This design comes from an exercise in tuning for small area on the open sky130 flow, not from production work. Only simulation tests tie the RTL to the original design; equivalence was not proved. No activity file was given, so power comes from the tool's default toggle rates.

==> flow/design.v <==
`timescale 1ns / 1ps
module top (
    input  wire clk,
    input  wire reset,
    input  wire rx,
    output wire tx
);
    reg [2:0] ph;      
    reg [1:0] x;       
    reg [2:0] q;       
    reg [4:0] s;       
    wire wend = (ph == 3'd7);
    wire tick = wend & (x == 2'd3) & (q == 3'd4);
    always @(posedge clk) begin
        ph <= ph + 3'd1;
        s  <= {s[3:0], (s[4] ^ s[2]) | (s == 5'd0)};
        if (reset) begin
            x <= 2'd0;
            q <= 3'd0;
        end else begin
            x <= x + {1'b0, wend};
            q <= {q[1:0], ~q[2] & ~q[1]};
        end
    end
    reg  [247:0] rf;
    wire tap = rf[247];
    wire lin;
    always @(posedge clk) rf <= {rf[246:0], lin};
    reg       inframe;
    reg [4:0] ib;            
    wire rxd = tick & inframe;
    always @(posedge clk) begin
        if (reset) begin
            inframe <= 1'b0;
            ib      <= 5'd0;
        end else begin
            ib <= ib + {4'd0, rxd};
            if (tick) begin
                if (!inframe) begin
                    if (!rx) inframe <= 1'b1;
                end else if (ib[2:0] == 3'd7) begin
                    inframe <= 1'b0;
                end
            end
        end
    end
    reg [20:0] sr;
    wire [4:0] rd  = sr[4:0];
    wire [2:0] f3  = sr[7:5];
    wire [4:0] rs1 = sr[12:8];
    wire [7:0] imm = sr[20:13];
    wire [4:0] rs2 = sr[17:13];
    reg is_r, is_i, f7s;
    wire opc_hit = (sr[15:14] == 2'b11) & (sr[17:16] == 2'b00) & sr[18] & ~sr[20];
    always @(posedge clk) begin
        if (rxd && ib == 5'd7) begin
            is_r <= opc_hit & sr[19];
            is_i <= opc_hit & ~sr[19];
        end
        if (rxd) begin
            case (ib)
                5'd25: f7s <= ~rx;
                5'd30: f7s <= f7s & rx;
                5'd26, 5'd27, 5'd28, 5'd29, 5'd31: f7s <= f7s & ~rx;
                default: ;
            endcase
        end
    end
    wire ev27 = rxd & (ib == 5'd27);
    wire ev31 = rxd & (ib == 5'd31);
    localparam S_IDLE = 5'd2,  S_LAW = 5'd3,  S_LAD = 5'd4,  S_LBW = 5'd5,
               S_LBD  = 5'd6,  S_WT  = 5'd7,  S_EX0 = 5'd8,
               S_TW1  = 5'd16, S_TW2 = 5'd17, S_TST = 5'd18;
    reg [4:0] st;
    wire rs1z = (rs1 == 5'd0);
    wire rs2z = (rs2 == 5'd0);
    wire wen  = (is_r | is_i) & (rd != 5'd0);
    wire d_w   = ~st[0] & ((st[4] & (st[3] | st[2])) | (st == 5'd0));
    wire d_s   =  st[0] & ((st[4] & (st[3] | st[2] | (st[1:0] == 2'b11))) | (st == 5'd1));
    wire twait = d_w | (st == S_TW1) | (st == S_TW2) | (st == S_TST);
    reg adv;
    always @* begin
        case (st)
            S_IDLE:  adv = ev27;
            S_LAW:   adv = rs1z | (s == rs1);
            S_LBW:   adv = is_i | rs2z | (s == rs2);
            S_WT:    adv = ev31;
            default: adv = ~twait | tick;
        endcase
    end
    always @(posedge clk) begin
        if (reset)
            st <= S_IDLE;
        else if (wend)
            st <= st + {4'd0, adv};
    end
    reg wr_act;
    always @(posedge clk)
        if (wend)
            wr_act <= (st == S_TW1 || st == S_TW2 || st == S_TST) && !tick && wen && (s == rd);
    reg  [7:0] acc;           
    reg        cy;
    wire a  = acc[7];
    wire b  = sr[13];
    wire shift = is_r & (f3 == 3'b101);
    wire sub   = is_r & (f3 == 3'b000) & f7s;
    wire sra   = shift & f7s;
    wire logic_op = (is_r | is_i) & f3[2] & (f3[1] | ~f3[0]);
    wire bb  = b ^ sub;
    wire cin = (ph == 3'd0) ? sub : cy;
    wire sum = a ^ bb ^ cin;
    wire co  = (a & bb) | (a & cin) | (bb & cin);
    wire lres = f3[1] ? (f3[0] ? (a & b) : (a | b)) : (a ^ b);
    wire res  = shift ? a : logic_op ? lres : sum;
    wire [2:0] shamt = (sra && imm[7:3] != 5'd0) ? 3'b111 : imm[2:0];
    wire fill = sra & cy;
    reg txr;
    always @(posedge clk) begin
        if (reset)
            txr <= 1'b1;
        else if (tick)
            txr <= (st == S_TW2) ? 1'b0 : (d_w || st == S_TST) ? acc[6] : 1'b1;
    end
    assign tx = txr;
    wire sh_pass = shift && (st[4:3] == 2'b01) && (st[2:0] != 3'd0) && (st[2:0] <= shamt);
    reg ain;
    always @* begin
        ain = a;
        if (st == S_LAD)
            ain = tap & ~rs1z;
        else if (st == S_EX0)
            ain = res;
        else if (sh_pass || d_s)
            ain = wend ? fill : acc[6];
    end
    always @(posedge clk) begin
        acc <= {acc[6:0], ain};
        if (st == S_LBW) cy <= rs2z;           
        else if (st == S_EX0) cy <= shift ? a : co;
    end
    wire sr_rx = rxd & (ib < 5'd28);
    always @(posedge clk) begin
        if (sr_rx)
            sr <= {rx, sr[20:1]};
        else if (st == S_LBD && !is_i)
            sr[20:13] <= {tap & ~cy, sr[20:14]};
        else if (st == S_EX0)
            sr[20:13] <= {sr[13], sr[20:14]};
    end
    assign lin = wr_act ? a : tap;
endmodule
Settings: LEC_CHECK=0, CAP_MARGIN=0, CORE_MARGIN=2, CORE_UTILIZATION=75, CTS_BUF_LIST=sky130_fd_sc_hd__clkbuf_8, CTS_CLUSTER_DIAMETER=60, CTS_CLUSTER_SIZE=20, PLACE_DENSITY=0.9, SLEW_MARGIN=0; clock period 10.0 ns.
run.sh (not shown) runs the stock make flow with config.mk's settings and CLKGATE_MAP_FILE= SYNTH_SCRIPT=/design/flow/synth_recipe.tcl, a recipe that flattens the netlist after the stock synthesis.
The starting point went through all stages and came out clean.
Edit:
Settings changed: CAP_MARGIN 0 to 20, CORE_UTILIZATION 75 to 60, PLACE_DENSITY 0.9 to 0.75, SLEW_MARGIN 0 to 20.
- setup slack gets better by 120 ps
- critical path depth is unchanged
- routed wire length came out lower by about a fifth
- final cell count went up by a few percent
- register-to-register slack gains 50 ps
- synthesized cell count does not change
- utilization is lower by 15 points
- clock skew increases by 15 ps
- sequential power stays flat

## re-timing with driven ports
The flow's constraints put no driver on any port. The routed layouts listed below were extracted and timed again, unchanged, in two steps.
Step 1 assumes that a clkbuf_16 drives the clock port and a buf_2 every other input.
Step 2 also shifts input and output timing later by t, the mid clock arrival at the registers, as if the neighbouring blocks saw the same clock.
a / b / c = no drivers / after step 1 / after step 2; a / b = the first two.
run	t (ns)	slack for setup (ns)	clock arrival spread, ns	slew at the worst register clock pin (ns)
the first run	0.564	6.479 / 6.439 / 6.763	0.025 / 0.025	0.12 / 0.12
the second run	0.549	6.597 / 6.562 / 6.812	0.035 / 0.035	0.12 / 0.12
After both steps every run listed still meets setup and hold.
